From an optimization exercise on the open Yosys and OpenROAD flow, aimed at small area, a short achievable clock period and few clock cycles; shortcuts taken in it are not production practice. Only simulation tests tie the RTL to the original design; equivalence was not proved. Power and IR drop assume default switching activity.

<file path="design/flow/config.mk">
export PLATFORM = sky130hd
export DESIGN_NAME = LASER
export DESIGN_NICKNAME = LASER
export VERILOG_FILES = /design/flow/design.v
export SDC_FILE = /design/flow/constraint.sdc
export NUM_CORES = 4
export LEC_CHECK = 0
export CAP_MARGIN = 20
export CORE_MARGIN = 2
export CORE_UTILIZATION = 40
export SETUP_SLACK_MARGIN = 4.7
export SLEW_MARGIN = 20
</file>
<file path="design/flow/constraint.sdc">
create_clock -name core_clock -period 8.0 [get_ports {CLK}]
set_input_delay 1.6000 -clock core_clock [delete_from_list [all_inputs] [get_ports {CLK}]]
set_output_delay 1.6000 -clock core_clock [all_outputs]
set_load 0.01 [all_outputs]
</file>
<file path="design/flow/design.v">
module LASER (
input CLK,
input RST,
input [3:0] X,
input [3:0] Y,
output reg [3:0] C1X,
output reg [3:0] C1Y,
output reg [3:0] C2X,
output reg [3:0] C2Y,
output reg DONE);
localparam NPC = 1;        
localparam LAT = NPC + 4;      
localparam TW = 9;             
localparam ST_LOAD = 3'd0, ST_SCAN = 3'd1, ST_WAIT = 3'd2, ST_MASK = 3'd3, ST_DONE = 3'd4;
reg [2:0] state;
reg load;
reg [5:0] cnt;
reg first;             
reg ph;                
reg iss_v, iss_sof, iss_mask;
reg [3:0] iss_y;
reg [15:0] oxsel;      
wire [TW-1:0] tag0 = {iss_mask, iss_v, iss_sof, iss_v & (iss_y == (first ? 4'd15 : 4'd12)), first, iss_y};
reg  [TW*LAT-1:0] tagp;      
always @(posedge CLK or posedge RST) begin
    if (RST)
        tagp <= {(TW*LAT){1'b0}};
    else
        tagp <= {tagp[TW*LAT-TW-1:0], tag0};
end
wire [TW-1:0] tag1 = tagp[TW*1-1 -: TW];               
wire [TW-1:0] tagc = tagp[TW*(NPC+2)-1 -: TW];         
wire [TW-1:0] tg   = tagp[TW*LAT-1 -: TW];             
reg [159:0] pxs, pys;
reg [39:0] msk;        
reg [119:0] cls;       
wire [39:0] mnew;
wire [39:0] meff = tag1[8] ? mnew : msk;    
wire [119:0] clsn;
always @(posedge CLK) begin
    pxs <= {pxs[155:0], load ? X : pxs[159:156]};
    pys <= {pys[155:0], load ? Y : pys[159:156]};
    cls <= {clsn[116:0], clsn[119:117]};
    if (load)
        msk <= 40'd0;
    else
        msk <= {meff[38:0], meff[39]};
end
function [15:0] tge;
    input [3:0] v;
    reg [3:0] gt, eq, tl;
    integer h, l;
    begin
        eq[0] = ~v[3] & ~v[2]; eq[1] = ~v[3] & v[2]; eq[2] = v[3] & ~v[2]; eq[3] = v[3] & v[2];
        gt[0] = 1'b0; gt[1] = eq[0]; gt[2] = ~v[3]; gt[3] = ~(v[3] & v[2]);
        tl[0] = ~v[1] & ~v[0]; tl[1] = ~v[1]; tl[2] = ~(v[1] & v[0]); tl[3] = 1'b1;
        for (h = 0; h < 4; h = h + 1)
            for (l = 0; l < 4; l = l + 1)
                tge[h*4+l] = gt[h] | (eq[h] & tl[l]);
    end
endfunction
wire [15:0] ecov [0:39];    
genvar gi;
generate for (gi = 0; gi < 40; gi = gi + 1) begin : pt
    wire [3:0] px = pxs[gi*4 +: 4];
    wire [3:0] py = pys[gi*4 +: 4];
    wire [4:0] d = {1'b0, iss_y} - {1'b0, py};
    reg [2:0] c;
    always @(*) begin
        case (d)
            5'd0:                          c = 3'b111;
            5'd1, 5'd2, 5'd31, 5'd30:      c = 3'b110;
            5'd3, 5'd29:                   c = 3'b101;
            5'd4, 5'd28:                   c = 3'b100;
            default:                       c = 3'b000;
        endcase
    end
    assign clsn[gi*3 +: 3] = {c[2] & ~(meff[gi] & ~iss_mask), c[1:0]};
    wire ok = cls[gi*3+2];
    wire [1:0] wc = cls[gi*3 +: 2];
    wire [15:0] le = tge(px);                  
    wire [23:0] lex = {8'hff, le};             
    wire [23:0] gex = {~le[14:0], 9'h1ff};     
    reg [15:0] cv;
    integer k;
    always @(*) begin
        for (k = 0; k < 16; k = k + 1) begin
            case (wc)
                2'd0:    cv[k] = lex[k]   & gex[k+8];
                2'd1:    cv[k] = lex[k+2] & gex[k+6];
                2'd2:    cv[k] = lex[k+3] & gex[k+5];
                default: cv[k] = lex[k+4] & gex[k+4];
            endcase
        end
    end
    wire [15:0] cov = cv & {16{ok}};
    assign ecov[gi] = cov;
    assign mnew[gi] = |(cov & oxsel);
end endgenerate
wire [5:0] ccnt [0:15];
reg  [95:0] ccnt_r;
genvar gk;
generate for (gk = 0; gk < 16; gk = gk + 1) begin : col
    wire [39:0] bits;
    genvar gj;
    for (gj = 0; gj < 40; gj = gj + 1) begin : b
        assign bits[gj] = ecov[gj][gk];
    end
    laser_pc40 pc (.CLK(CLK), .b(bits), .s(ccnt[gk]));
    always @(posedge CLK) ccnt_r[6*gk +: 6] <= ccnt[gk];
end endgenerate
wire [TW-1:0] tagb = tagp[TW*(NPC+1)-1 -: TW];         
reg  [15:0] cvalid;
always @(posedge CLK)
    cvalid <= tagb[4] ? ~((tagb[3:0] == 4'd15) ? 16'h8000 : 16'h0000)
                      : (16'h3ffc & ~((tagb[3:0] == 4'd12) ? 16'h2000 : 16'h0000));
function [17:0] elim2;      
    input [15:0] s;
    input [31:0] v;
    reg [15:0] h3, h2, h1;
    reg a3, a2, a1;
    integer k;
    begin
        for (k = 0; k < 16; k = k + 1) begin
            h3[k] = s[k] & v[2*k+1] & v[2*k];
            h2[k] = s[k] & v[2*k+1] & ~v[2*k];
            h1[k] = s[k] & ~v[2*k+1] & v[2*k];
        end
        a3 = |h3; a2 = |h2; a1 = |h1;
        if (a3)      elim2 = {2'd3, h3};
        else if (a2) elim2 = {2'd2, h2};
        else if (a1) elim2 = {2'd1, h1};
        else         elim2 = {2'd0, s};
    end
endfunction
function [31:0] bits2;      
    input [95:0] cc;
    input [2:0] b;
    integer k;
    for (k = 0; k < 16; k = k + 1) bits2[2*k +: 2] = cc[6*k + b +: 2];
endfunction
wire [17:0] el5 = elim2(cvalid, bits2(ccnt_r, 4));
wire [17:0] el3 = elim2(el5[15:0], bits2(ccnt_r, 2));
reg [15:0] s3;
reg [3:0] s3_mh;
reg [31:0] s3_lo;      
always @(posedge CLK) begin
    s3 <= el3[15:0];
    s3_mh <= {el5[17:16], el3[17:16]};
    s3_lo <= bits2(ccnt_r, 0);
end
wire [17:0] el1 = elim2(s3, s3_lo);
wire [15:0] e0 = el1[15:0];
wire [3:0] q4;
assign q4[3] = |e0[15:8];
wire [7:0] e0h = q4[3] ? e0[15:8] : e0[7:0];
assign q4[2] = |e0h[7:4];
wire [3:0] e0q = q4[2] ? e0h[7:4] : e0h[3:0];
assign q4[1] = |e0q[3:2];
wire [1:0] e0p = q4[1] ? e0q[3:2] : e0q[1:0];
assign q4[0] = e0p[1];
wire [3:0] pidx = q4;
reg [5:0] g_cnt;
reg [3:0] g_x;
always @(posedge CLK) begin
    g_cnt <= {s3_mh, el1[17:16]};
    g_x <= pidx;
end
reg [5:0] b_cnt;
reg [3:0] b_x, b_y;
function ge6;
    input [5:0] a, b;
    reg [5:0] g, e;
    reg [2:0] gg, ee;
    integer i;
    begin
        g = a & ~b;
        e = ~(a ^ b);
        for (i = 0; i < 3; i = i + 1) begin
            gg[i] = g[2*i+1] | (e[2*i+1] & g[2*i]);
            ee[i] = e[2*i+1] & e[2*i];
        end
        ge6 = gg[2] | (ee[2] & (gg[1] | (ee[1] & (gg[0] | ee[0]))));
    end
endfunction
wire take = tg[6] | ge6(g_cnt, b_cnt);
wire [3:0] f_x = take ? g_x : b_x;
wire [3:0] f_y = take ? tg[3:0] : b_y;
wire scan_end = tg[7] & tg[5];
always @(posedge CLK) begin
    if (tg[7] & take) begin
        b_cnt <= g_cnt;
        b_x <= g_x;
        b_y <= tg[3:0];
    end
end
wire [7:0] prev = first ? 8'd0 : (ph ? {C2X, C2Y} : {C1X, C1Y});
wire stop_g = ({g_x, tg[3:0]} == prev);
wire stop_b = ({b_x, b_y} == prev);
wire stop = take ? stop_g : stop_b;
wire [15:0] oxsel_n = take ? (16'd1 << g_x) : (16'd1 << b_x);
always @(posedge CLK or posedge RST) begin
    if (RST) begin
        state <= ST_LOAD;
        load <= 1'b1;
        cnt <= 6'd0;
        first <= 1'b1;
        ph <= 1'b0;
        iss_v <= 1'b0;
        iss_sof <= 1'b0;
        iss_mask <= 1'b0;
        iss_y <= 4'd0;
        oxsel <= 16'd0;
        DONE <= 1'b0;
        C1X <= 4'd0; C1Y <= 4'd0;
        C2X <= 4'd0; C2Y <= 4'd0;
    end else begin
        iss_sof <= 1'b0;
        iss_mask <= 1'b0;
        case (state)
            ST_LOAD: begin
                C2X <= 4'd0; C2Y <= 4'd0;
                cnt <= cnt + 6'd1;
                if (cnt == 6'd39) begin
                    load <= 1'b0;
                    first <= 1'b1;
                    ph <= 1'b0;
                    iss_v <= 1'b1;
                    iss_sof <= 1'b1;
                    iss_y <= 4'd0;
                    state <= ST_SCAN;
                end
            end
            ST_SCAN: begin
                if (iss_y == (first ? 4'd15 : 4'd12)) begin
                    iss_v <= 1'b0;
                    state <= ST_WAIT;
                end else begin
                    iss_y <= iss_y + 4'd1;
                end
            end
            ST_WAIT: begin
                if (scan_end) begin
                    if (first) begin
                        C1X <= f_x; C1Y <= f_y;
                    end else if (ph) begin
                        C2X <= f_x; C2Y <= f_y;
                    end else begin
                        C1X <= f_x; C1Y <= f_y;
                    end
                    if (stop) begin
                        DONE <= 1'b1;
                        state <= ST_DONE;
                    end else begin
                        iss_mask <= 1'b1;
                        iss_y <= f_y;
                        oxsel <= oxsel_n;
                        ph <= ~ph;
                        first <= 1'b0;
                        state <= ST_MASK;
                    end
                end
            end
            ST_MASK: begin
                iss_v <= 1'b1;
                iss_sof <= 1'b1;
                iss_y <= 4'd2;
                state <= ST_SCAN;
            end
            default: begin  
                DONE <= 1'b0;
                load <= 1'b1;
                cnt <= 6'd0;
                state <= ST_LOAD;
            end
        endcase
    end
end
endmodule
module laser_pc40 (input CLK, input [39:0] b, output [5:0] s);
  wire l1_c0_s0 = b[0] ^ b[1] ^ b[2];
  wire l1_c0_c0 = (b[0] & b[1]) | (b[0] & b[2]) | (b[1] & b[2]);
  wire l1_c0_s1 = b[3] ^ b[4] ^ b[5];
  wire l1_c0_c1 = (b[3] & b[4]) | (b[3] & b[5]) | (b[4] & b[5]);
  wire l1_c0_s2 = b[6] ^ b[7] ^ b[8];
  wire l1_c0_c2 = (b[6] & b[7]) | (b[6] & b[8]) | (b[7] & b[8]);
  wire l1_c0_s3 = b[9] ^ b[10] ^ b[11];
  wire l1_c0_c3 = (b[9] & b[10]) | (b[9] & b[11]) | (b[10] & b[11]);
  wire l1_c0_s4 = b[12] ^ b[13] ^ b[14];
  wire l1_c0_c4 = (b[12] & b[13]) | (b[12] & b[14]) | (b[13] & b[14]);
  wire l1_c0_s5 = b[15] ^ b[16] ^ b[17];
  wire l1_c0_c5 = (b[15] & b[16]) | (b[15] & b[17]) | (b[16] & b[17]);
  wire l1_c0_s6 = b[18] ^ b[19] ^ b[20];
  wire l1_c0_c6 = (b[18] & b[19]) | (b[18] & b[20]) | (b[19] & b[20]);
  wire l1_c0_s7 = b[21] ^ b[22] ^ b[23];
  wire l1_c0_c7 = (b[21] & b[22]) | (b[21] & b[23]) | (b[22] & b[23]);
  wire l1_c0_s8 = b[24] ^ b[25] ^ b[26];
  wire l1_c0_c8 = (b[24] & b[25]) | (b[24] & b[26]) | (b[25] & b[26]);
  wire l1_c0_s9 = b[27] ^ b[28] ^ b[29];
  wire l1_c0_c9 = (b[27] & b[28]) | (b[27] & b[29]) | (b[28] & b[29]);
  wire l1_c0_s10 = b[30] ^ b[31] ^ b[32];
  wire l1_c0_c10 = (b[30] & b[31]) | (b[30] & b[32]) | (b[31] & b[32]);
  wire l1_c0_s11 = b[33] ^ b[34] ^ b[35];
  wire l1_c0_c11 = (b[33] & b[34]) | (b[33] & b[35]) | (b[34] & b[35]);
  wire l1_c0_s12 = b[36] ^ b[37] ^ b[38];
  wire l1_c0_c12 = (b[36] & b[37]) | (b[36] & b[38]) | (b[37] & b[38]);
  wire l2_c0_s0 = l1_c0_s0 ^ l1_c0_s1 ^ l1_c0_s2;
  wire l2_c0_c0 = (l1_c0_s0 & l1_c0_s1) | (l1_c0_s0 & l1_c0_s2) | (l1_c0_s1 & l1_c0_s2);
  wire l2_c0_s1 = l1_c0_s3 ^ l1_c0_s4 ^ l1_c0_s5;
  wire l2_c0_c1 = (l1_c0_s3 & l1_c0_s4) | (l1_c0_s3 & l1_c0_s5) | (l1_c0_s4 & l1_c0_s5);
  wire l2_c0_s2 = l1_c0_s6 ^ l1_c0_s7 ^ l1_c0_s8;
  wire l2_c0_c2 = (l1_c0_s6 & l1_c0_s7) | (l1_c0_s6 & l1_c0_s8) | (l1_c0_s7 & l1_c0_s8);
  wire l2_c0_s3 = l1_c0_s9 ^ l1_c0_s10 ^ l1_c0_s11;
  wire l2_c0_c3 = (l1_c0_s9 & l1_c0_s10) | (l1_c0_s9 & l1_c0_s11) | (l1_c0_s10 & l1_c0_s11);
  wire l2_c1_s0 = l1_c0_c0 ^ l1_c0_c1 ^ l1_c0_c2;
  wire l2_c1_c0 = (l1_c0_c0 & l1_c0_c1) | (l1_c0_c0 & l1_c0_c2) | (l1_c0_c1 & l1_c0_c2);
  wire l2_c1_s1 = l1_c0_c3 ^ l1_c0_c4 ^ l1_c0_c5;
  wire l2_c1_c1 = (l1_c0_c3 & l1_c0_c4) | (l1_c0_c3 & l1_c0_c5) | (l1_c0_c4 & l1_c0_c5);
  wire l2_c1_s2 = l1_c0_c6 ^ l1_c0_c7 ^ l1_c0_c8;
  wire l2_c1_c2 = (l1_c0_c6 & l1_c0_c7) | (l1_c0_c6 & l1_c0_c8) | (l1_c0_c7 & l1_c0_c8);
  wire l2_c1_s3 = l1_c0_c9 ^ l1_c0_c10 ^ l1_c0_c11;
  wire l2_c1_c3 = (l1_c0_c9 & l1_c0_c10) | (l1_c0_c9 & l1_c0_c11) | (l1_c0_c10 & l1_c0_c11);
  wire l3_c0_s0 = l2_c0_s0 ^ l2_c0_s1 ^ l2_c0_s2;
  wire l3_c0_c0 = (l2_c0_s0 & l2_c0_s1) | (l2_c0_s0 & l2_c0_s2) | (l2_c0_s1 & l2_c0_s2);
  wire l3_c0_s1 = l2_c0_s3 ^ l1_c0_s12 ^ b[39];
  wire l3_c0_c1 = (l2_c0_s3 & l1_c0_s12) | (l2_c0_s3 & b[39]) | (l1_c0_s12 & b[39]);
  wire l3_c1_s0 = l2_c0_c0 ^ l2_c0_c1 ^ l2_c0_c2;
  wire l3_c1_c0 = (l2_c0_c0 & l2_c0_c1) | (l2_c0_c0 & l2_c0_c2) | (l2_c0_c1 & l2_c0_c2);
  wire l3_c1_s1 = l2_c0_c3 ^ l2_c1_s0 ^ l2_c1_s1;
  wire l3_c1_c1 = (l2_c0_c3 & l2_c1_s0) | (l2_c0_c3 & l2_c1_s1) | (l2_c1_s0 & l2_c1_s1);
  wire l3_c1_s2 = l2_c1_s2 ^ l2_c1_s3 ^ l1_c0_c12;
  wire l3_c1_c2 = (l2_c1_s2 & l2_c1_s3) | (l2_c1_s2 & l1_c0_c12) | (l2_c1_s3 & l1_c0_c12);
  wire l3_c2_s0 = l2_c1_c0 ^ l2_c1_c1 ^ l2_c1_c2;
  wire l3_c2_c0 = (l2_c1_c0 & l2_c1_c1) | (l2_c1_c0 & l2_c1_c2) | (l2_c1_c1 & l2_c1_c2);
  reg q3_l3_c0_s0; always @(posedge CLK) q3_l3_c0_s0 <= l3_c0_s0;
  reg q3_l3_c0_s1; always @(posedge CLK) q3_l3_c0_s1 <= l3_c0_s1;
  reg q3_l3_c0_c0; always @(posedge CLK) q3_l3_c0_c0 <= l3_c0_c0;
  reg q3_l3_c0_c1; always @(posedge CLK) q3_l3_c0_c1 <= l3_c0_c1;
  reg q3_l3_c1_s0; always @(posedge CLK) q3_l3_c1_s0 <= l3_c1_s0;
  reg q3_l3_c1_s1; always @(posedge CLK) q3_l3_c1_s1 <= l3_c1_s1;
  reg q3_l3_c1_s2; always @(posedge CLK) q3_l3_c1_s2 <= l3_c1_s2;
  reg q3_l3_c1_c0; always @(posedge CLK) q3_l3_c1_c0 <= l3_c1_c0;
  reg q3_l3_c1_c1; always @(posedge CLK) q3_l3_c1_c1 <= l3_c1_c1;
  reg q3_l3_c1_c2; always @(posedge CLK) q3_l3_c1_c2 <= l3_c1_c2;
  reg q3_l3_c2_s0; always @(posedge CLK) q3_l3_c2_s0 <= l3_c2_s0;
  reg q3_l2_c1_c3; always @(posedge CLK) q3_l2_c1_c3 <= l2_c1_c3;
  reg q3_l3_c2_c0; always @(posedge CLK) q3_l3_c2_c0 <= l3_c2_c0;
  wire l4_c1_s0 = q3_l3_c0_c0 ^ q3_l3_c0_c1 ^ q3_l3_c1_s0;
  wire l4_c1_c0 = (q3_l3_c0_c0 & q3_l3_c0_c1) | (q3_l3_c0_c0 & q3_l3_c1_s0) | (q3_l3_c0_c1 & q3_l3_c1_s0);
  wire l4_c2_s0 = q3_l3_c1_c0 ^ q3_l3_c1_c1 ^ q3_l3_c1_c2;
  wire l4_c2_c0 = (q3_l3_c1_c0 & q3_l3_c1_c1) | (q3_l3_c1_c0 & q3_l3_c1_c2) | (q3_l3_c1_c1 & q3_l3_c1_c2);
  wire l5_c1_s0 = l4_c1_s0 ^ q3_l3_c1_s1 ^ q3_l3_c1_s2;
  wire l5_c1_c0 = (l4_c1_s0 & q3_l3_c1_s1) | (l4_c1_s0 & q3_l3_c1_s2) | (q3_l3_c1_s1 & q3_l3_c1_s2);
  wire l5_c2_s0 = l4_c1_c0 ^ l4_c2_s0 ^ q3_l3_c2_s0;
  wire l5_c2_c0 = (l4_c1_c0 & l4_c2_s0) | (l4_c1_c0 & q3_l3_c2_s0) | (l4_c2_s0 & q3_l3_c2_s0);
  wire l6_c2_s0 = l5_c1_c0 ^ l5_c2_s0 ^ q3_l2_c1_c3;
  wire l6_c2_c0 = (l5_c1_c0 & l5_c2_s0) | (l5_c1_c0 & q3_l2_c1_c3) | (l5_c2_s0 & q3_l2_c1_c3);
  wire l6_c3_s0 = l5_c2_c0 ^ l4_c2_c0 ^ q3_l3_c2_c0;
  wire l6_c3_c0 = (l5_c2_c0 & l4_c2_c0) | (l5_c2_c0 & q3_l3_c2_c0) | (l4_c2_c0 & q3_l3_c2_c0);
  wire [5:0] ra = {1'b0, l6_c3_c0, l6_c2_c0, l6_c2_s0, l5_c1_s0, q3_l3_c0_s0};
  wire [5:0] rb = {1'b0, 1'b0, l6_c3_s0, 1'b0, 1'b0, q3_l3_c0_s1};
  assign s = ra + rb;
endmodule
</file>
<file path="design/flow/run.sh">
#!/bin/bash
# synth_recipe.tcl (not shown) runs the flow's synth.tcl, then flattens the netlist and writes it again
# the make line also repeats each setting of config.mk as NAME=value (left out here)
make -C /OpenROAD-flow-scripts/flow DESIGN_CONFIG=/design/flow/config.mk WORK_HOME=/design/flow/orfs CLKGATE_MAP_FILE= SYNTH_SCRIPT=/design/flow/synth_recipe.tcl finish
</file>
==> impl_metrics.yaml, run 1 <==
cts:
  hold_buffers: 0
  cts_sinks: 953
  clock_path_buffers: 3
  insertion_delay_ns: 0.80
  htreeDepth: 3
  cts_buffers: 114
  clockRootBuffer: "clkbuf_16"
  cts_tree: "yes"
  clk_pin_slew_ns: 0.06
timing:
  post-route-period-util: 0.413
  maxSlewHeadroom: 0.207
  worst_pin_slew_ns: 1.19
  max_freq_mhz: 303
  fin_tns_setup_ns: 0
  final_hold_viol_count: 0
  period_needed_ns: 3.30
  clock_skew_ns: 0.0501
  finalSetupViolations: 0
  rsz0062_at_grt: "yes"
  slew_violations: 0
final_layout:
  final_area_mm2: 0.0825
  area_growth_pct: 11.6
  drive_above_1_share: 0.111
  final_util: 0.450
  nets: 9715
global_route:
  grt_pass1_wl_um: 414000
  track_usage: 0.292
  grt-ovfl-total: 0
  antenna_found_initial: 14
  grt_start_max_net_pins: 91
  grt_pass1_vias: 63500
yosys:
  async_flop_share: 0.0944
  avgSynthCellArea_um2: 8.10
  synth_top_family_by_area: "compound AO/OA/AOI/OAI gates"
  synthXorXnorAreaFrac: 0.0166
  yosysUniqueCellTypes: 98
  syn-cell-area_mm2: 0.0739
  yosys.area_share.adder: 0.222
  synth_area_leaders: "dfxtp_1 23%, fa_1 15%, ha_1 5.8%"
  synth.area.mux_share: 0.00887
  synth.top_cell.area_share: 0.230
  synth_edf_count: 14
  yosysMostFrequentCell: "inv_1"
  synth_area_leader_cell: "dfxtp_1"
  syn_nets: 10000
  ys_ff_latch: 953
  synth_compound_area_frac: 0.246
  synthCells: 9128
  yosys.area_share.simple: 0.159
  ys_seq_area_frac: 0.266
  synth_common_cells: "964 x inv_1, 858 x o21ai_0, 849 x dfxtp_1, 805 x nand2_1, 719 x nor2_1"
  yosysWarnings: 2
  synthFlopType: "dfxtp_1"
power:
  p_sw_mw: 2.39
  power.share.clock: 0.556
  p_leak_nw: 34.1
  peakVddDrop_mv: 0.173
  powerDensity_mw_per_mm2: 129
  pwr-share-seq: 0.443
  p_sw_frac: 0.224
  power.internal_mw: 8.25
  p_comb_frac: 0.001
route:
  drc: 0
  vias_per_cell: 6.05
  drtPass1Iterations: 9
  drtIter0Drc: 9233
  ant_nets: 0
  routed_wl_um: 285000
  vias: 68800
  post_drt_wl_per_cell_um: 25.0
placed_design:
  hpwlAfterDp_um: 215000
  gp_congestion: 1.05
  portBuffers: 26
  placed_cell_area_mm2: 0.0752
floorplan:
  core-area_mm2: 0.183
  initial_core_util: 0.403
  dieArea_mm2: 0.188
  die_h_um: 434
  pin_count: 27
  die_w_um: 434
  rows: 157
worst_setup_path:
  crit_type: "reg2reg"
  r2r_start: "cls[19]"
  worstPathMaxFanout: 18
  reg2reg_depth: 7
  arrival_ns: 3.97
  end_kind: "register"
  required_ns: 8.66
  cp-start-kind: "register"
  reg2reg_to: "col[6].pc.q3_l3_c0_s0"
  r2r_slack_ns: 4.70
run:
  drv_cap: 0
worst_hold_path:
  worstHoldPathType: "reg2reg"
  whs_path_depth: 0
  min_to: "s3_lo[15]"
  min_from: "ccnt_r[43]"
run_status:
  outcome: "timing/DRC/antenna clean"
worst max path at each step:
stage	start	endpoint	slack, ns
detailed placement	ccnt_r[59]	s3[3]	3.73
global placement	ccnt_r[94]	s3[8]	3.76
floorplan	pxs[113]	col[8].pc.q3_l3_c0_s1	4.75
CTS	ccnt_r[58]	s3[3]	4.69
global route	b_cnt[5]	oxsel[2]	4.57
finish	cls[19]	col[6].pc.q3_l3_c0_s0	4.70
metrics by stage:
| stage | std cells | power, mW | hold slack (ns) | setup WS, ns |
|---|---|---|---|---|
| after floorplan | 9128 | 4.87 | 0.310 | 4.75 |
| after detailed placement | 11000 | 4.88 | 0.312 | 3.73 |
| final | 11400 | 10.6 | 0.325 | 4.70 |
| after global routing | 11400 | 10.9 | 0.330 | 4.57 |
| after CTS | 11300 | 10.8 | 0.326 | 4.69 |
| after global placement | 11000 | 4.88 | 0.310 | 3.76 |
flip-flops by register name, indices dropped and copies added (netlist names), 32 cells and up:
register / flops
ccnt_r: 96
s3_lo: 32
cls: 120
tagp: 38
msk: 40
pxs: 160
pys: 160
per-layer routing:
| metal | routed length [um] | global-route usage | share of wire |
|---|---|---|---|
| met3 | 28900 | 0.0710 | 0.10 |
| met1 | 117000 | 0.391 | 0.41 |
| met5 | 65 | 0 | 0.00023 |
| met4 | 16200 | 0.137 | 0.057 |
| met2 | 122000 | 0.443 | 0.43 |
cells by family (layout without fill, tap and decap cells):
kind of cell               count (synthesis)  after routing
AOI/OAI and AO/OA                       2872           2872
and+or+nand+nor                         2512           2513
buffers and inverters                   1596           1366
adders and majority gates                992            992
DFF                                      953            953
xor gates and xnor gates                 140            140
muxes                                     63             63
other                                      0             13
placed cells by master (no fill, tap or decap), drive strengths merged, types with 137 or more instances in the layout:
| cell type | count |
|---|---|
| a31oi | 156 |
| nor2b | 259 |
| clkbuf | 153 |
| buf | 137 |
| o21ai | 865 |
| nand2 | 805 |
| inv | 963 |
| nor2 | 719 |
| o22ai | 207 |
| fa | 560 |
| nand3 | 188 |
| a22oi | 229 |
| ha | 344 |
| a21oi | 620 |
| dfxtp | 849 |
repair_timing:
item	4_1_cts	5_1_grt
pin swaps	16	38
gates cloned	0	5
buffers inserted	34	69
endpoints found under the setup margin	299	203
gates resized for setup	405	368
area by class of cell:
| type | count | area (um2) |
|---|---|---|
| diodes | 13 | 32.5 |
| multi-input cells | 6580 | 49500 |
| fillers | 18000 | 101000 |
| flip-flops and latches | 953 | 20300 |
| inverters | 980 | 3750 |
| clock buffers | 145 | 3190 |
| repair inverters | 1 | 5.00 |
| well taps | 2464 | 3080 |
| repair buffers | 171 | 1460 |
| clock inverters | 69 | 1090 |
critical path, cell delays in order (launching register included):
cell	delay, ns
dfxtp_2	0.52
inv_1	0.16
maj3_1	0.36
o21ai_0	0.26
o211a_1	0.34
fa_1	0.47
fa_1	0.56
fa_1	0.51
power groups by stage:
stage | Sequential, mW | Combinational, mW | Clock [mW]
finish | 4.71 | 0.0136 | 5.91
global route | 4.71 | 0.0159 | 6.18
CTS | 4.75 | 0.0144 | 5.99
detailed placement | 4.87 | 0.0144 | 0
global placement | 4.87 | 0.0142 | 0
floorplan | 4.87 | 0.00675 | 0
Testbench counts, summed over its fixed seeds: cycles 14,472.
==> run 2: changes to the inputs <==
--- a/design/flow/design.v
+++ b/design/flow/design.v
@@ -35,7 +35,6 @@
 reg [39:0] msk;        
 reg [119:0] cls;       
 wire [39:0] mnew;
-wire [39:0] meff = tag1[8] ? mnew : msk;    
 wire [119:0] clsn;
 always @(posedge CLK) begin
     pxs <= {pxs[155:0], load ? X : pxs[159:156]};
@@ -43,8 +42,10 @@
     cls <= {clsn[116:0], clsn[119:117]};
     if (load)
         msk <= 40'd0;
+    else if (tag1[8])
+        msk <= {mnew[38:0], mnew[39]};
     else
-        msk <= {meff[38:0], meff[39]};
+        msk <= {msk[38:0], msk[39]};
 end
 function [15:0] tge;
     input [3:0] v;
@@ -75,7 +76,7 @@
             default:                       c = 3'b000;
         endcase
     end
-    assign clsn[gi*3 +: 3] = {c[2] & ~(meff[gi] & ~iss_mask), c[1:0]};
+    assign clsn[gi*3 +: 3] = c;
     wire ok = cls[gi*3+2];
     wire [1:0] wc = cls[gi*3 +: 2];
     wire [15:0] le = tge(px);                  
@@ -94,7 +95,7 @@
         end
     end
     wire [15:0] cov = cv & {16{ok}};
-    assign ecov[gi] = cov;
+    assign ecov[gi] = cov | {16{msk[gi]}};
     assign mnew[gi] = |(cov & oxsel);
 end endgenerate
 wire [5:0] ccnt [0:15];
@@ -320,44 +321,50 @@
   wire l2_c1_c2 = (l1_c0_c6 & l1_c0_c7) | (l1_c0_c6 & l1_c0_c8) | (l1_c0_c7 & l1_c0_c8);
   wire l2_c1_s3 = l1_c0_c9 ^ l1_c0_c10 ^ l1_c0_c11;
   wire l2_c1_c3 = (l1_c0_c9 & l1_c0_c10) | (l1_c0_c9 & l1_c0_c11) | (l1_c0_c10 & l1_c0_c11);
-  wire l3_c0_s0 = l2_c0_s0 ^ l2_c0_s1 ^ l2_c0_s2;
-  wire l3_c0_c0 = (l2_c0_s0 & l2_c0_s1) | (l2_c0_s0 & l2_c0_s2) | (l2_c0_s1 & l2_c0_s2);
-  wire l3_c0_s1 = l2_c0_s3 ^ l1_c0_s12 ^ b[39];
-  wire l3_c0_c1 = (l2_c0_s3 & l1_c0_s12) | (l2_c0_s3 & b[39]) | (l1_c0_s12 & b[39]);
-  wire l3_c1_s0 = l2_c0_c0 ^ l2_c0_c1 ^ l2_c0_c2;
-  wire l3_c1_c0 = (l2_c0_c0 & l2_c0_c1) | (l2_c0_c0 & l2_c0_c2) | (l2_c0_c1 & l2_c0_c2);
-  wire l3_c1_s1 = l2_c0_c3 ^ l2_c1_s0 ^ l2_c1_s1;
-  wire l3_c1_c1 = (l2_c0_c3 & l2_c1_s0) | (l2_c0_c3 & l2_c1_s1) | (l2_c1_s0 & l2_c1_s1);
-  wire l3_c1_s2 = l2_c1_s2 ^ l2_c1_s3 ^ l1_c0_c12;
-  wire l3_c1_c2 = (l2_c1_s2 & l2_c1_s3) | (l2_c1_s2 & l1_c0_c12) | (l2_c1_s3 & l1_c0_c12);
-  wire l3_c2_s0 = l2_c1_c0 ^ l2_c1_c1 ^ l2_c1_c2;
-  wire l3_c2_c0 = (l2_c1_c0 & l2_c1_c1) | (l2_c1_c0 & l2_c1_c2) | (l2_c1_c1 & l2_c1_c2);
-  reg q3_l3_c0_s0; always @(posedge CLK) q3_l3_c0_s0 <= l3_c0_s0;
-  reg q3_l3_c0_s1; always @(posedge CLK) q3_l3_c0_s1 <= l3_c0_s1;
-  reg q3_l3_c0_c0; always @(posedge CLK) q3_l3_c0_c0 <= l3_c0_c0;
-  reg q3_l3_c0_c1; always @(posedge CLK) q3_l3_c0_c1 <= l3_c0_c1;
-  reg q3_l3_c1_s0; always @(posedge CLK) q3_l3_c1_s0 <= l3_c1_s0;
-  reg q3_l3_c1_s1; always @(posedge CLK) q3_l3_c1_s1 <= l3_c1_s1;
-  reg q3_l3_c1_s2; always @(posedge CLK) q3_l3_c1_s2 <= l3_c1_s2;
-  reg q3_l3_c1_c0; always @(posedge CLK) q3_l3_c1_c0 <= l3_c1_c0;
-  reg q3_l3_c1_c1; always @(posedge CLK) q3_l3_c1_c1 <= l3_c1_c1;
-  reg q3_l3_c1_c2; always @(posedge CLK) q3_l3_c1_c2 <= l3_c1_c2;
-  reg q3_l3_c2_s0; always @(posedge CLK) q3_l3_c2_s0 <= l3_c2_s0;
-  reg q3_l2_c1_c3; always @(posedge CLK) q3_l2_c1_c3 <= l2_c1_c3;
-  reg q3_l3_c2_c0; always @(posedge CLK) q3_l3_c2_c0 <= l3_c2_c0;
-  wire l4_c1_s0 = q3_l3_c0_c0 ^ q3_l3_c0_c1 ^ q3_l3_c1_s0;
-  wire l4_c1_c0 = (q3_l3_c0_c0 & q3_l3_c0_c1) | (q3_l3_c0_c0 & q3_l3_c1_s0) | (q3_l3_c0_c1 & q3_l3_c1_s0);
-  wire l4_c2_s0 = q3_l3_c1_c0 ^ q3_l3_c1_c1 ^ q3_l3_c1_c2;
-  wire l4_c2_c0 = (q3_l3_c1_c0 & q3_l3_c1_c1) | (q3_l3_c1_c0 & q3_l3_c1_c2) | (q3_l3_c1_c1 & q3_l3_c1_c2);
-  wire l5_c1_s0 = l4_c1_s0 ^ q3_l3_c1_s1 ^ q3_l3_c1_s2;
-  wire l5_c1_c0 = (l4_c1_s0 & q3_l3_c1_s1) | (l4_c1_s0 & q3_l3_c1_s2) | (q3_l3_c1_s1 & q3_l3_c1_s2);
-  wire l5_c2_s0 = l4_c1_c0 ^ l4_c2_s0 ^ q3_l3_c2_s0;
-  wire l5_c2_c0 = (l4_c1_c0 & l4_c2_s0) | (l4_c1_c0 & q3_l3_c2_s0) | (l4_c2_s0 & q3_l3_c2_s0);
-  wire l6_c2_s0 = l5_c1_c0 ^ l5_c2_s0 ^ q3_l2_c1_c3;
-  wire l6_c2_c0 = (l5_c1_c0 & l5_c2_s0) | (l5_c1_c0 & q3_l2_c1_c3) | (l5_c2_s0 & q3_l2_c1_c3);
-  wire l6_c3_s0 = l5_c2_c0 ^ l4_c2_c0 ^ q3_l3_c2_c0;
-  wire l6_c3_c0 = (l5_c2_c0 & l4_c2_c0) | (l5_c2_c0 & q3_l3_c2_c0) | (l4_c2_c0 & q3_l3_c2_c0);
-  wire [5:0] ra = {1'b0, l6_c3_c0, l6_c2_c0, l6_c2_s0, l5_c1_s0, q3_l3_c0_s0};
-  wire [5:0] rb = {1'b0, 1'b0, l6_c3_s0, 1'b0, 1'b0, q3_l3_c0_s1};
+  reg q2_l2_c0_s0; always @(posedge CLK) q2_l2_c0_s0 <= l2_c0_s0;
+  reg q2_l2_c0_s1; always @(posedge CLK) q2_l2_c0_s1 <= l2_c0_s1;
+  reg q2_l2_c0_s2; always @(posedge CLK) q2_l2_c0_s2 <= l2_c0_s2;
+  reg q2_l2_c0_s3; always @(posedge CLK) q2_l2_c0_s3 <= l2_c0_s3;
+  reg q2_l1_c0_s12; always @(posedge CLK) q2_l1_c0_s12 <= l1_c0_s12;
+  reg q2_b_39; always @(posedge CLK) q2_b_39 <= b[39];
+  reg q2_l2_c0_c0; always @(posedge CLK) q2_l2_c0_c0 <= l2_c0_c0;
+  reg q2_l2_c0_c1; always @(posedge CLK) q2_l2_c0_c1 <= l2_c0_c1;
+  reg q2_l2_c0_c2; always @(posedge CLK) q2_l2_c0_c2 <= l2_c0_c2;
+  reg q2_l2_c0_c3; always @(posedge CLK) q2_l2_c0_c3 <= l2_c0_c3;
+  reg q2_l2_c1_s0; always @(posedge CLK) q2_l2_c1_s0 <= l2_c1_s0;
+  reg q2_l2_c1_s1; always @(posedge CLK) q2_l2_c1_s1 <= l2_c1_s1;
+  reg q2_l2_c1_s2; always @(posedge CLK) q2_l2_c1_s2 <= l2_c1_s2;
+  reg q2_l2_c1_s3; always @(posedge CLK) q2_l2_c1_s3 <= l2_c1_s3;
+  reg q2_l1_c0_c12; always @(posedge CLK) q2_l1_c0_c12 <= l1_c0_c12;
+  reg q2_l2_c1_c0; always @(posedge CLK) q2_l2_c1_c0 <= l2_c1_c0;
+  reg q2_l2_c1_c1; always @(posedge CLK) q2_l2_c1_c1 <= l2_c1_c1;
+  reg q2_l2_c1_c2; always @(posedge CLK) q2_l2_c1_c2 <= l2_c1_c2;
+  reg q2_l2_c1_c3; always @(posedge CLK) q2_l2_c1_c3 <= l2_c1_c3;
+  wire l3_c0_s0 = q2_l2_c0_s0 ^ q2_l2_c0_s1 ^ q2_l2_c0_s2;
+  wire l3_c0_c0 = (q2_l2_c0_s0 & q2_l2_c0_s1) | (q2_l2_c0_s0 & q2_l2_c0_s2) | (q2_l2_c0_s1 & q2_l2_c0_s2);
+  wire l3_c0_s1 = q2_l2_c0_s3 ^ q2_l1_c0_s12 ^ q2_b_39;
+  wire l3_c0_c1 = (q2_l2_c0_s3 & q2_l1_c0_s12) | (q2_l2_c0_s3 & q2_b_39) | (q2_l1_c0_s12 & q2_b_39);
+  wire l3_c1_s0 = q2_l2_c0_c0 ^ q2_l2_c0_c1 ^ q2_l2_c0_c2;
+  wire l3_c1_c0 = (q2_l2_c0_c0 & q2_l2_c0_c1) | (q2_l2_c0_c0 & q2_l2_c0_c2) | (q2_l2_c0_c1 & q2_l2_c0_c2);
+  wire l3_c1_s1 = q2_l2_c0_c3 ^ q2_l2_c1_s0 ^ q2_l2_c1_s1;
+  wire l3_c1_c1 = (q2_l2_c0_c3 & q2_l2_c1_s0) | (q2_l2_c0_c3 & q2_l2_c1_s1) | (q2_l2_c1_s0 & q2_l2_c1_s1);
+  wire l3_c1_s2 = q2_l2_c1_s2 ^ q2_l2_c1_s3 ^ q2_l1_c0_c12;
+  wire l3_c1_c2 = (q2_l2_c1_s2 & q2_l2_c1_s3) | (q2_l2_c1_s2 & q2_l1_c0_c12) | (q2_l2_c1_s3 & q2_l1_c0_c12);
+  wire l3_c2_s0 = q2_l2_c1_c0 ^ q2_l2_c1_c1 ^ q2_l2_c1_c2;
+  wire l3_c2_c0 = (q2_l2_c1_c0 & q2_l2_c1_c1) | (q2_l2_c1_c0 & q2_l2_c1_c2) | (q2_l2_c1_c1 & q2_l2_c1_c2);
+  wire l4_c1_s0 = l3_c0_c0 ^ l3_c0_c1 ^ l3_c1_s0;
+  wire l4_c1_c0 = (l3_c0_c0 & l3_c0_c1) | (l3_c0_c0 & l3_c1_s0) | (l3_c0_c1 & l3_c1_s0);
+  wire l4_c2_s0 = l3_c1_c0 ^ l3_c1_c1 ^ l3_c1_c2;
+  wire l4_c2_c0 = (l3_c1_c0 & l3_c1_c1) | (l3_c1_c0 & l3_c1_c2) | (l3_c1_c1 & l3_c1_c2);
+  wire l5_c1_s0 = l4_c1_s0 ^ l3_c1_s1 ^ l3_c1_s2;
+  wire l5_c1_c0 = (l4_c1_s0 & l3_c1_s1) | (l4_c1_s0 & l3_c1_s2) | (l3_c1_s1 & l3_c1_s2);
+  wire l5_c2_s0 = l4_c1_c0 ^ l4_c2_s0 ^ l3_c2_s0;
+  wire l5_c2_c0 = (l4_c1_c0 & l4_c2_s0) | (l4_c1_c0 & l3_c2_s0) | (l4_c2_s0 & l3_c2_s0);
+  wire l6_c2_s0 = l5_c1_c0 ^ l5_c2_s0 ^ q2_l2_c1_c3;
+  wire l6_c2_c0 = (l5_c1_c0 & l5_c2_s0) | (l5_c1_c0 & q2_l2_c1_c3) | (l5_c2_s0 & q2_l2_c1_c3);
+  wire l6_c3_s0 = l5_c2_c0 ^ l4_c2_c0 ^ l3_c2_c0;
+  wire l6_c3_c0 = (l5_c2_c0 & l4_c2_c0) | (l5_c2_c0 & l3_c2_c0) | (l4_c2_c0 & l3_c2_c0);
+  wire [5:0] ra = {1'b0, l6_c3_c0, l6_c2_c0, l6_c2_s0, l5_c1_s0, l3_c0_s0};
+  wire [5:0] rb = {1'b0, 1'b0, l6_c3_s0, 1'b0, 1'b0, l3_c0_s1};
   assign s = ra + rb;
 endmodule
--- a/design/flow/config.mk
+++ b/design/flow/config.mk
@@ -8,5 +8,5 @@
 export CAP_MARGIN = 20
 export CORE_MARGIN = 2
 export CORE_UTILIZATION = 40
-export SETUP_SLACK_MARGIN = 4.7
+export SETUP_SLACK_MARGIN = 4.5
 export SLEW_MARGIN = 20
==> run 2 against run 1 <==
Against the previous run:
- first-iteration DRC count up 15%
- maximum frequency down 4.0%
- final cell count up 7.1%
- routed wire length up 6.6%
- die area up 6.4%
- register-to-register slack worse by 0.14 ns
- non-clock buffer count down 35
- sequential power up 11%
- via count up 6.0%
- count of clock-buffer cells in the layout up 4
- critical path type unchanged
- critical endpoint is now ccnt_r[52]
- highest routed layer unchanged
==> impl_metrics.yaml, run 2 <==
run_status:
  outcome: "timing/DRC/antenna clean"
worst_setup_path:
  arrival_ns: 4.16
  end_kind: "register"
  reg2reg_to: "ccnt_r[52]"
  critPathLaunch: "col[8].pc.q2_l2_c1_s1"
  r2r_slack_ns: 4.56
  r2r_start: "col[8].pc.q2_l2_c1_s1"
  required_ns: 8.71
  crit_end: "ccnt_r[52]"
  crit_type: "reg2reg"
  reg2reg_depth: 9
  worstPathMaxFanout: 3
  cp-start-kind: "register"
cts:
  cts_buffers: 119
  htreeDepth: 3
  clk_pin_slew_ns: 0.07
  cts_tree: "yes"
  cts_sinks: 1049
  insertion_delay_ns: 0.81
  clock_path_buffers: 3
  hold_buffers: 0
  clockRootBuffer: "clkbuf_16"
yosys:
  ys_seq_area_frac: 0.274
  syn-cell-area_mm2: 0.0787
  ys_ff_latch: 1049
  synthCells: 9837
  synthFlopType: "dfxtp_1"
  async_flop_share: 0.0858
  syn_nets: 10800
  synth_edf_count: 14
  yosysWarnings: 2
  synth_common_cells: "1050 x o21ai_0, 1021 x nand2_1, 945 x dfxtp_1, 891 x inv_1, 818 x nor2_1"
  avgSynthCellArea_um2: 8.00
  synth_area_leaders: "dfxtp_1 24%, fa_1 14%, o21ai_0 6.7%"
  yosysMostFrequentCell: "o21ai_0"
  synth_area_leader_cell: "dfxtp_1"
  yosysUniqueCellTypes: 101
  synth.top_cell.area_share: 0.240
route:
  top_layer: "met5"
  met1_length_um: 127000
  wl_met3_um: 30900
  wl_met2_um: 127000
  drc: 0
  drtIter0Drc: 10600
  drtPass1Iterations: 10
  vias_per_cell: 5.99
  ant_nets: 0
  routed_wl_um: 303000
  vias: 73000
  post_drt_wl_per_cell_um: 24.9
final_layout:
  layout_commonest_cell: "o21ai_0"
  nets: 10400
  fin_cells: 12200
  final_util: 0.437
  top_regs: "pxs (160), pys (160), cls (120)"
  drive_above_1_share: 0.0811
  area_growth_pct: 8.35
  nFillCells: 19100
  layout_common_cells: "1047 x o21ai_0, 1020 x nand2_1, 899 x dfxtp_1"
timing:
  period_needed_ns: 3.44
  final_hold_viol_count: 0
  worst_pin_slew_ns: 1.25
  max_freq_mhz: 290
  post-route-period-util: 0.430
  maxSlewHeadroom: 0.164
  clock_skew_ns: 0.0645
  rsz0062_at_grt: "yes"
  slew_violations: 0
  finalSetupViolations: 0
  fin_tns_setup_ns: 0
global_route:
  grt-ovfl-total: 0
  antenna_found_initial: 15
  grt_pass1_wl_um: 443000
  track_usage: 0.294
  grt_start_max_net_pins: 55
  grt_pass1_vias: 67000
power:
  powerDensity_mw_per_mm2: 128
  peakVddDrop_mv: 0.172
  p_leak_nw: 37.7
worst_hold_path:
  worstHoldPathType: "reg2reg"
  min_from: "ccnt_r[12]"
floorplan:
  dieArea_mm2: 0.200
  die_w_um: 448
  initial_core_util: 0.403
  pin_count: 27
  die_h_um: 448
  rows: 162
  core-area_mm2: 0.195
placed_design:
  gp_congestion: 1.11
  place_inst: 11900
  hpwlAfterDp_um: 230000
  portBuffers: 26
run:
  drv_cap: 0
run 2: cell types whose count changed in the layout (fill, tap and decap cells not counted), sizes merged, moves of 40 or more:
cell | previous run | this run
a311oi | 14 | 63
inv | 963 | 905
a21o | 92 | 161
nand2b | 105 | 194
nand3 | 188 | 228
o22ai | 207 | 92
dfxtp | 849 | 945
a31o | 11 | 80
a22oi | 229 | 168
nand2 | 805 | 1021
or2 | 23 | 218
nor2 | 719 | 820
o21ai | 865 | 1051
nor2b | 259 | 205
run 2: how the worst min path moves through the flow:
stage	slack (ns)	to	cells after the start
2_1_floorplan	0.31	g_cnt[2]	0
3_3_place_gp	0.31	g_cnt[4]	0
3_5_place_dp	0.31	s3_lo[4]	0
4_1_cts	0.33	s3_lo[4]	0
5_1_grt	0.33	s3_lo[4]	0
6_report	0.33	s3_lo[4]	0
run 2: cell families after synthesis:
logic type                 synth area share
AOI/OAI and AO/OA                     0.248
xor gates and xnor gates             0.0156
adders and majority gates             0.205
buffers and inverters                0.0756
DFF                                   0.274
muxes                               0.00469
and+or+nand+nor                       0.177
run 2: layout make-up:
class / count / area [um2] / share of cell area
multi-input cells: 7216 / 51600 / 0.605
well taps: 2624 / 3280 / 0.0385
diodes: 16 / 40.0 / 0.000469
flip-flops and latches: 1049 / 21700 / 0.254
clock inverters: 76 / 766 / 0.00898
clock buffers: 149 / 3290 / 0.0386
inverters: 915 / 3450 / 0.0404
repair buffers: 136 / 1160 / 0.0136
run 2: power breakdown:
part | internal (mW) | leakage [nW] | switching (mW) | total, mW
registers | 5.24 | 8.88 | 0 | 5.24
logic | 0.00423 | 26.8 | 0.00930 | 0.0136
clock network | 3.15 | 1.96 | 2.54 | 5.69
run 2: timing repair:
item / in CTS / in global routing
gates cloned: 1 / 5
endpoints found under the setup margin: 85 / 147
pin swaps: 9 / 25
setup buffers: 29 / 28
gates resized for setup: 44 / 103
run 2: layer usage:
metal  up-vias  track usage
li1      33100            -
met1     34900        0.406
met2      4216        0.430
met3       723       0.0618
met4         4        0.154
met5         -            0
run 2: worst max-delay path, stage by stage (launching register included):
cell and delay, ns:
dfxtp_1 0.46, fa_1 0.50, fa_1 0.52, inv_1 0.05, fa_1 0.43, fa_1 0.57
inv_1 0.05, ha_1 0.39, a31oi_1 0.23, xor2_1 0.18
run 2: stage by stage:
step           hold slack (ns)  area, um2  worst slack (ns)  power, mW
6_report                 0.327      85300              4.56       10.9
5_1_grt                  0.330      85300              4.43       11.2
4_1_cts                  0.328      84600              4.50       11.0
3_5_place_dp             0.313      80200              3.68       5.37
3_3_place_gp             0.313      80200              3.67       5.37
2_1_floorplan            0.310      78700              4.64       5.36
Testbench counts of run 2, summed over its fixed seeds: cycles 14,472.
==> run 3: changes to the inputs <==
--- a/design/flow/design.v
+++ b/design/flow/design.v
@@ -35,6 +35,7 @@
 reg [39:0] msk;        
 reg [119:0] cls;       
 wire [39:0] mnew;
+wire [39:0] meff = tag1[8] ? mnew : msk;    
 wire [119:0] clsn;
 always @(posedge CLK) begin
     pxs <= {pxs[155:0], load ? X : pxs[159:156]};
@@ -42,10 +43,8 @@
     cls <= {clsn[116:0], clsn[119:117]};
     if (load)
         msk <= 40'd0;
-    else if (tag1[8])
-        msk <= {mnew[38:0], mnew[39]};
     else
-        msk <= {msk[38:0], msk[39]};
+        msk <= {meff[38:0], meff[39]};
 end
 function [15:0] tge;
     input [3:0] v;
@@ -76,7 +75,7 @@
             default:                       c = 3'b000;
         endcase
     end
-    assign clsn[gi*3 +: 3] = c;
+    assign clsn[gi*3 +: 3] = {c[2] & ~(meff[gi] & ~iss_mask), c[1:0]};
     wire ok = cls[gi*3+2];
     wire [1:0] wc = cls[gi*3 +: 2];
     wire [15:0] le = tge(px);                  
@@ -95,7 +94,7 @@
         end
     end
     wire [15:0] cov = cv & {16{ok}};
-    assign ecov[gi] = cov | {16{msk[gi]}};
+    assign ecov[gi] = cov;
     assign mnew[gi] = |(cov & oxsel);
 end endgenerate
 wire [5:0] ccnt [0:15];
==> run 3 against run 2 <==
Against the previous run:
- still clean on timing, DRC and antenna
- synthesized area decreased by 4.8%
- utilization up 0.26 points
- synthesized cell count decreased by 7.8%
- register-to-register slack worse by 0.13 ns
- sequential share of layout area is 1.1 points higher
- power up 1.0%
- routed wire length shrank 3.8%
==> impl_metrics.yaml, run 3 <==
global_route:
  track_usage: 0.296
  grt_pass1_vias: 62800
  antenna_found_initial: 12
  grt-ovfl-total: 0
  grt_pass1_wl_um: 424000
  grt_start_max_net_pins: 52
run:
  drv_cap: 0
route:
  drtPass1Iterations: 8
  drtIter0Drc: 9815
  drc: 0
  vias: 68000
  vias_per_cell: 6.02
  routed_wl_um: 292000
  ant_nets: 0
  post_drt_wl_per_cell_um: 25.8
final_layout:
  fin_cells: 11300
  area_growth_pct: 9.01
  nets: 9639
  layout_commonest_cell: "o21ai_0"
  drive_above_1_share: 0.0596
  nFillCells: 18200
  top_regs: "pxs (160), pys (160), cls (120)"
  layout_common_cells: "932 x o21ai_0, 920 x dfxtp_1, 861 x inv_1"
timing:
  clock_skew_ns: 0.0560
  final_hold_viol_count: 0
  maxSlewHeadroom: 0.219
  finalSetupViolations: 0
  rsz0062_at_grt: "yes"
  period_needed_ns: 3.57
  worst_pin_slew_ns: 1.16
  post-route-period-util: 0.447
  max_freq_mhz: 280
  fin_tns_setup_ns: 0
  slew_violations: 0
yosys:
  synth_common_cells: "945 x dfxtp_1, 935 x o21ai_0, 864 x inv_1, 859 x nand2_1, 667 x nor2_1"
  synth_edf_count: 14
  synth_area_leader_cell: "dfxtp_1"
  ys_seq_area_frac: 0.288
  yosysUniqueCellTypes: 86
  synthCells: 9070
  async_flop_share: 0.0858
  synth.top_cell.area_share: 0.252
  syn_nets: 9984
  syn-cell-area_mm2: 0.0749
  yosysWarnings: 2
  avgSynthCellArea_um2: 8.26
  yosysMostFrequentCell: "dfxtp_1"
  synth_area_leaders: "dfxtp_1 25%, fa_1 15%, o21ai_0 6.2%"
  synthFlopType: "dfxtp_1"
  ys_ff_latch: 1049
floorplan:
  die_w_um: 437
  pin_count: 27
  core-area_mm2: 0.186
  die_h_um: 437
  dieArea_mm2: 0.191
  rows: 158
  initial_core_util: 0.403
worst_setup_path:
  arrival_ns: 4.28
  worstPathMaxFanout: 7
  cp-start-kind: "register"
  crit_type: "reg2reg"
  end_kind: "register"
  required_ns: 8.71
placed_design:
  place_inst: 11000
  gp_congestion: 1.06
  hpwlAfterDp_um: 225000
  portBuffers: 26
cts:
  cts_buffers: 119
  clock_path_buffers: 3
  clockRootBuffer: "clkbuf_16"
  htreeDepth: 3
  hold_buffers: 0
  cts_tree: "yes"
  insertion_delay_ns: 0.80
  clk_pin_slew_ns: 0.06
  cts_sinks: 1049
power:
  p_leak_nw: 34.7
  p_total_mw: 11.1
  powerDensity_mw_per_mm2: 135
  peakVddDrop_mv: 0.185
worst_hold_path:
  worstHoldPathType: "reg2reg"
run_status:
  outcome: "timing/DRC/antenna clean"
==> run 3: worst max-delay path, cell delays in order, from the launching register on <==
cell,delay [ns]
dfxtp_4,0.35
a222oi_1,0.33
o21ai_1,0.15
or3_4,0.42
nor3b_4,0.23
buf_6,0.19
mux2i_4,0.27
nor2b_2,0.09
a2111oi_4,0.37
nand4_1,0.23
nor4_4,0.29
buf_4,0.16
buf_8,0.12
buf_6,0.10
o21ai_2,0.04
a21oi_1,0.15
==> run 3: report_power, final <==
group	switching [mW]	internal (mW)	total, mW
clock network	2.46	3.33	5.80
registers	0	5.24	5.24
logic	0.0103	0.00430	0.0147
total	2.48	8.58	11.1
==> run 3: area by class of cell <==
cell class	count	area [um2]	share of cell area
clock inverters	62	773	0.00947
repair buffers	135	1170	0.0143
well taps	2480	3100	0.0380
flip-flops and latches	1049	21700	0.265
inverters	882	3330	0.0407
multi-input cells	6538	48300	0.591
clock buffers	158	3370	0.0412
diodes	7	17.5	0.000214
==> run 3: cells by family (layout without fill, tap and decap cells) <==
kind of cell	after synthesis	after routing	synth area share
AO/OA/AOI/OAI	2788	2789	0.231
XOR/XNOR	140	140	0.0164
adder cells (fa/ha/maj)	1028	1028	0.224
buffers and inverters	1484	1237	0.0746
flip-flops	1049	1049	0.288
multiplexers	75	75	0.0101
other	0	7	0
AND/OR/NAND/NOR	2506	2506	0.156
==> run 3: metal layers <==
layer	wire length, um	GRT usage	part of all wire	vias to the layer above
met5	13	0.00126	0.000045	-
li1	-	-	-	30700
met1	123000	0.411	0.42	32800
met4	16400	0.146	0.056	2
met2	125000	0.438	0.43	3765
met3	28100	0.0550	0.096	745
==> run 3: timing repair <==
action | in CTS | in global routing
endpoints found under the setup margin | 73 | 75
gates cloned | 0 | 1
buffers inserted | 16 | 42
pin swaps | 11 | 31
resized for setup | 42 | 103
==> run 3: path summary, 6_finish.rpt <==
| kind | start | end | slack (ns) | depth (start not counted) |
|---|---|---|---|---|
| worst max-delay path | ccnt_r[47] | s3[13] | 4.43 | 15 |
| worst min-delay path | pys[31] | pys[35] | 0.31 | 0 |
| worst max register to register | ccnt_r[47] | s3[13] | 4.43 | 15 |
| worst min register to register | pys[31] | pys[35] | 0.31 | 0 |
| max in group asynchronous | RST | iss_y[1] | 5.49 | 3 |
| min in group asynchronous | RST | cnt[4] | 1.34 | 2 |
==> run 3: per-stage QoR <==
stage | utilization | hold WS [ns] | instance area, um2 | worst slack (ns)
detailed placement | 0.411 | 0.312 | 76400 | 3.49
CTS | 0.435 | 0.302 | 80900 | 4.45
global route | 0.439 | 0.304 | 81700 | 4.28
floorplan | - | 0.310 | 74900 | 4.51
global placement | 0.411 | 0.315 | 76400 | 3.39
finish | 0.440 | 0.307 | 81700 | 4.43
Testbench counts of run 3, summed over its fixed seeds: cycles 14,472.
==> run 4: changes to the inputs <==
--- a/design/flow/design.v
+++ b/design/flow/design.v
@@ -35,7 +35,6 @@
 reg [39:0] msk;        
 reg [119:0] cls;       
 wire [39:0] mnew;
-wire [39:0] meff = tag1[8] ? mnew : msk;    
 wire [119:0] clsn;
 always @(posedge CLK) begin
     pxs <= {pxs[155:0], load ? X : pxs[159:156]};
@@ -43,8 +42,10 @@
     cls <= {clsn[116:0], clsn[119:117]};
     if (load)
         msk <= 40'd0;
+    else if (tag1[8])
+        msk <= {mnew[38:0], mnew[39]};
     else
-        msk <= {meff[38:0], meff[39]};
+        msk <= {msk[38:0], msk[39]};
 end
 function [15:0] tge;
     input [3:0] v;
@@ -75,26 +76,16 @@
             default:                       c = 3'b000;
         endcase
     end
-    assign clsn[gi*3 +: 3] = {c[2] & ~(meff[gi] & ~iss_mask), c[1:0]};
+    assign clsn[gi*3 +: 3] = c;
     wire ok = cls[gi*3+2];
     wire [1:0] wc = cls[gi*3 +: 2];
-    wire [15:0] le = tge(px);                  
-    wire [23:0] lex = {8'hff, le};             
-    wire [23:0] gex = {~le[14:0], 9'h1ff};     
-    reg [15:0] cv;
-    integer k;
-    always @(*) begin
-        for (k = 0; k < 16; k = k + 1) begin
-            case (wc)
-                2'd0:    cv[k] = lex[k]   & gex[k+8];
-                2'd1:    cv[k] = lex[k+2] & gex[k+6];
-                2'd2:    cv[k] = lex[k+3] & gex[k+5];
-                default: cv[k] = lex[k+4] & gex[k+4];
-            endcase
-        end
-    end
-    wire [15:0] cov = cv & {16{ok}};
-    assign ecov[gi] = cov;
+    wire [2:0] w = (wc == 2'd0) ? 3'd0 : {1'b0, wc} + 3'd1;
+    wire [4:0] ls = {1'b0, px} - {2'b0, w};
+    wire [4:0] hs = {1'b0, px} + {2'b0, w};
+    wire [3:0] lo = ls[4] ? 4'd0 : ls[3:0];
+    wire [3:0] hi = hs[4] ? 4'd15 : hs[3:0];
+    wire [15:0] cov = {16{ok}} & tge(lo) & ~(tge(hi) << 1);
+    assign ecov[gi] = cov | {16{msk[gi]}};
     assign mnew[gi] = |(cov & oxsel);
 end endgenerate
 wire [5:0] ccnt [0:15];
@@ -109,61 +100,59 @@
     laser_pc40 pc (.CLK(CLK), .b(bits), .s(ccnt[gk]));
     always @(posedge CLK) ccnt_r[6*gk +: 6] <= ccnt[gk];
 end endgenerate
-wire [TW-1:0] tagb = tagp[TW*(NPC+1)-1 -: TW];         
-reg  [15:0] cvalid;
-always @(posedge CLK)
-    cvalid <= tagb[4] ? ~((tagb[3:0] == 4'd15) ? 16'h8000 : 16'h0000)
-                      : (16'h3ffc & ~((tagb[3:0] == 4'd12) ? 16'h2000 : 16'h0000));
-function [17:0] elim2;      
-    input [15:0] s;
-    input [31:0] v;
-    reg [15:0] h3, h2, h1;
-    reg a3, a2, a1;
-    integer k;
-    begin
-        for (k = 0; k < 16; k = k + 1) begin
-            h3[k] = s[k] & v[2*k+1] & v[2*k];
-            h2[k] = s[k] & v[2*k+1] & ~v[2*k];
-            h1[k] = s[k] & ~v[2*k+1] & v[2*k];
-        end
-        a3 = |h3; a2 = |h2; a1 = |h1;
-        if (a3)      elim2 = {2'd3, h3};
-        else if (a2) elim2 = {2'd2, h2};
-        else if (a1) elim2 = {2'd1, h1};
-        else         elim2 = {2'd0, s};
-    end
-endfunction
-function [31:0] bits2;      
+wire [15:0] cvalid = tagc[4] ? ~((tagc[3:0] == 4'd15) ? 16'h8000 : 16'h0000)
+                             : (16'h3ffc & ~((tagc[3:0] == 4'd12) ? 16'h2000 : 16'h0000));
+function [15:0] colbit;
     input [95:0] cc;
     input [2:0] b;
     integer k;
-    for (k = 0; k < 16; k = k + 1) bits2[2*k +: 2] = cc[6*k + b +: 2];
+    for (k = 0; k < 16; k = k + 1) colbit[k] = cc[6*k + b];
 endfunction
-wire [17:0] el5 = elim2(cvalid, bits2(ccnt_r, 4));
-wire [17:0] el3 = elim2(el5[15:0], bits2(ccnt_r, 2));
+reg [15:0] e5, e4, e3;
+reg [2:0] mh;
+always @(*) begin
+    mh[2] = |(cvalid & colbit(ccnt_r, 5));
+    e5 = mh[2] ? (cvalid & colbit(ccnt_r, 5)) : cvalid;
+    mh[1] = |(e5 & colbit(ccnt_r, 4));
+    e4 = mh[1] ? (e5 & colbit(ccnt_r, 4)) : e5;
+    mh[0] = |(e4 & colbit(ccnt_r, 3));
+    e3 = mh[0] ? (e4 & colbit(ccnt_r, 3)) : e4;
+end
 reg [15:0] s3;
-reg [3:0] s3_mh;
-reg [31:0] s3_lo;      
+reg [2:0] s3_mh;
+reg [47:0] s3_lo;      
+integer k3;
 always @(posedge CLK) begin
-    s3 <= el3[15:0];
-    s3_mh <= {el5[17:16], el3[17:16]};
-    s3_lo <= bits2(ccnt_r, 0);
-end
-wire [17:0] el1 = elim2(s3, s3_lo);
-wire [15:0] e0 = el1[15:0];
-wire [3:0] q4;
-assign q4[3] = |e0[15:8];
-wire [7:0] e0h = q4[3] ? e0[15:8] : e0[7:0];
-assign q4[2] = |e0h[7:4];
-wire [3:0] e0q = q4[2] ? e0h[7:4] : e0h[3:0];
-assign q4[1] = |e0q[3:2];
-wire [1:0] e0p = q4[1] ? e0q[3:2] : e0q[1:0];
-assign q4[0] = e0p[1];
-wire [3:0] pidx = q4;
+    s3 <= e3;
+    s3_mh <= mh;
+    for (k3 = 0; k3 < 16; k3 = k3 + 1) s3_lo[3*k3 +: 3] <= ccnt_r[6*k3 +: 3];
+end
+function [15:0] lobit;
+    input [47:0] cc;
+    input [2:0] b;
+    integer k;
+    for (k = 0; k < 16; k = k + 1) lobit[k] = cc[3*k + b];
+endfunction
+reg [15:0] e2, e1, e0;
+reg [2:0] ml;
+always @(*) begin
+    ml[2] = |(s3 & lobit(s3_lo, 2));
+    e2 = ml[2] ? (s3 & lobit(s3_lo, 2)) : s3;
+    ml[1] = |(e2 & lobit(s3_lo, 1));
+    e1 = ml[1] ? (e2 & lobit(s3_lo, 1)) : e2;
+    ml[0] = |(e1 & lobit(s3_lo, 0));
+    e0 = ml[0] ? (e1 & lobit(s3_lo, 0)) : e1;
+end
+reg [3:0] pidx;
+integer kp;
+always @(*) begin
+    pidx = 4'd0;
+    for (kp = 0; kp < 16; kp = kp + 1) if (e0[kp]) pidx = kp;
+end
 reg [5:0] g_cnt;
 reg [3:0] g_x;
 always @(posedge CLK) begin
-    g_cnt <= {s3_mh, el1[17:16]};
+    g_cnt <= {s3_mh, ml};
     g_x <= pidx;
 end
 reg [5:0] b_cnt;
--- a/design/flow/config.mk
+++ b/design/flow/config.mk
@@ -8,5 +8,4 @@
 export CAP_MARGIN = 20
 export CORE_MARGIN = 2
 export CORE_UTILIZATION = 40
-export SETUP_SLACK_MARGIN = 4.5
 export SLEW_MARGIN = 20
==> run 4 against run 3 <==
Against the previous run:
- sequential share of layout area decreased by 0.12 points
- critical endpoint is now g_x[1]
- largest cell class unchanged
- highest routed layer unchanged
- count of clock-buffer cells in the layout increased by 9
- non-clock buffer count decreased by 55
- power increased by 5.3%
- register-to-register slack got worse by 1.3 ns
- first-iteration DRC count decreased by 38%
- clock skew decreased by 0.0077 ns
==> impl_metrics.yaml, run 4 <==
floorplan:
  die_w_um: 438
  dieArea_mm2: 0.192
  rows: 159
  initial_core_util: 0.402
  pin_count: 27
timing:
  finalSetupViolations: 0
  hold_ws_ns: 0.324
  worst_pin_slew_ns: 1.15
  max_freq_mhz: 206
  fin_tns_setup_ns: 0
  rsz0062_at_grt: "no"
  maxSlewHeadroom: 0.235
  clock_skew_ns: 0.0483
  final_hold_viol_count: 0
  slew_violations: 0
  period_needed_ns: 4.86
worst_setup_path:
  r2r_start: "s3[5]"
  end_kind: "register"
  crit_type: "reg2reg"
  reg2reg_to: "g_x[1]"
  required_ns: 8.67
  r2r_slack_ns: 3.14
  critPathLaunch: "s3[5]"
final_layout:
  area_growth_pct: 10.0
  nets: 9738
  drive_above_1_share: 0.0698
  layout_commonest_cell: "inv_1"
  layout_common_cells: "1128 x inv_1, 957 x dfxtp_1, 746 x nor2_1"
yosys:
  synthCells: 8440
  yosysMostFrequentCell: "inv_1"
  synth_common_cells: "1134 x inv_1, 957 x dfxtp_1, 746 x nor2_1, 656 x ha_1, 648 x fa_1"
  syn-cell-area_mm2: 0.0754
  synth_area_leader_cell: "dfxtp_1"
  synth.top_cell.area_share: 0.254
  ys_seq_area_frac: 0.290
  synth_area_leaders: "dfxtp_1 25%, fa_1 17%, ha_1 11%"
  yosysWarnings: 2
  avgSynthCellArea_um2: 8.93
global_route:
  track_usage: 0.280
  grt_pass1_wl_um: 396000
  grt-ovfl-total: 0
route:
  ant_nets: 0
  drc: 0
  vias: 61400
  routed_wl_um: 273000
  post_drt_wl_per_cell_um: 24.8
  vias_per_cell: 5.57
  drtIter0Drc: 6041
worst_hold_path:
  worstHoldPathType: "reg2reg"
  min_to: "s3_lo[24]"
  min_from: "ccnt_r[48]"
cts:
  htreeDepth: 4
  clockRootBuffer: "clkbuf_16"
  insertion_delay_ns: 0.80
  clock_path_buffers: 3
  cts_buffers: 130
  cts_sinks: 1062
  ctsResizeCount: 0
  hold_buffers: 0
  clk_pin_slew_ns: 0.06
  cts_setup_buffers: 0
placed_design:
  placed_cell_area_mm2: 0.0783
  hpwlAfterDp_um: 218000
  portBuffers: 26
power:
  p_sw_frac: 0.223
  powerDensity_mw_per_mm2: 140
  power.internal_mw: 9.04
  p_sw_mw: 2.60
  pwr-share-seq: 0.456
run_status:
  outcome: "timing/DRC/antenna clean"
run:
  drv_cap: 0
run 4: changes by cell type after synthesis, sizes merged, moves of 112 or more:
| cell | before | now |
|---|---|---|
| a21oi | 594 | 421 |
| a22oi | 187 | 75 |
| clkbuf | 574 | 202 |
| ha | 336 | 656 |
| inv | 867 | 1136 |
| maj3 | 124 | 0 |
| nand2 | 859 | 642 |
| nor2b | 227 | 88 |
| o21ai | 944 | 436 |
| o22ai | 207 | 90 |
| or2 | 47 | 228 |
run 4: power groups by stage:
stage          clock (mW)  combinational, mW  sequential (mW)
2_1_floorplan           0            0.00672             5.42
3_3_place_gp            0             0.0154             5.42
3_5_place_dp            0             0.0154             5.42
4_1_cts              6.42             0.0155             5.30
5_1_grt              6.64             0.0168             5.30
6_report             6.32             0.0145             5.31
run 4: worst max path at each step:
stage / end / slack [ns] / cells after the start
after floorplan: cls[10] / 3.40 / 8
after global placement: g_x[1] / 2.67 / 15
after detailed placement: g_x[1] / 2.69 / 15
after CTS: g_x[1] / 2.65 / 15
after global routing: g_x[0] / 2.71 / 16
final: g_x[1] / 3.14 / 15
run 4: cell families (layout without fill, tap and decap cells):
group | count (synthesis) | after routing | synth area share
compound gates | 1935 | 1935 | 0.171
mux | 20 | 20 | 0.00271
other cells | 0 | 4 | 0
simple gates | 2530 | 2530 | 0.161
xor+xnor | 222 | 222 | 0.0258
buf+inv | 1367 | 1454 | 0.0686
fa+ha+maj | 1304 | 1304 | 0.281
flops | 1062 | 1062 | 0.290
run 4: cell type report:
cell class                 count  area, um2
inverter                    1139       4280
clock inverter                68        921
clock buffer                 167       3680
fill                       18100     104000
multi-input combinational   6011      48300
timing repair buffer          80        691
tap                         2495       3120
sequential                  1062      21900
antenna                        4       10.0
run 4: through the flow:
stage                     setup WS (ns)  total power, mW  instances   util
final                              3.14             11.6      11000  0.442
after global routing               2.71             12.0      11000  0.442
after CTS                          2.65             11.7      11000  0.442
after detailed placement           2.69             5.44      10800  0.418
after global placement             2.67             5.44      10800  0.418
after floorplan                    3.40             5.43       8440      -
run 4: worst max-delay path, stage by stage, from the launching register on:
cell       delay, ns
dfxtp_1         0.33
a22o_1          0.24
a221oi_1        0.24
and4_1          0.50
buf_8           0.24
o21ai_1         0.12
o2111ai_2       0.23
nor4_4          0.07
buf_4           0.22
o221a_1         0.27
a2111o_1        0.45
nor4b_4         0.85
o221ai_1        0.40
nand4b_1        0.23
a211oi_1        0.07
a211o_1         0.27
run 4: metal layers:
| layer | share of wire | wire [um] | GRT usage | vias to the layer above |
|---|---|---|---|---|
| li1 | - | - | - | 28400 |
| met1 | 0.43 | 119000 | 0.379 | 29900 |
| met2 | 0.43 | 118000 | 0.427 | 2551 |
| met3 | 0.086 | 23600 | 0.0659 | 518 |
| met4 | 0.048 | 13000 | 0.118 | 8 |
| met5 | 0.00019 | 51 | 0 | - |
Testbench counts of run 4, summed over its fixed seeds: cycles 14,472.

Check on run 4: ideal ports give 3.141 ns setup slack; a clkbuf_16 on the clock port and buf_2 on the inputs give 3.141 ns; moving port delays by the midpoint clock arrival (0.863 ns) as well gives 3.141 ns.
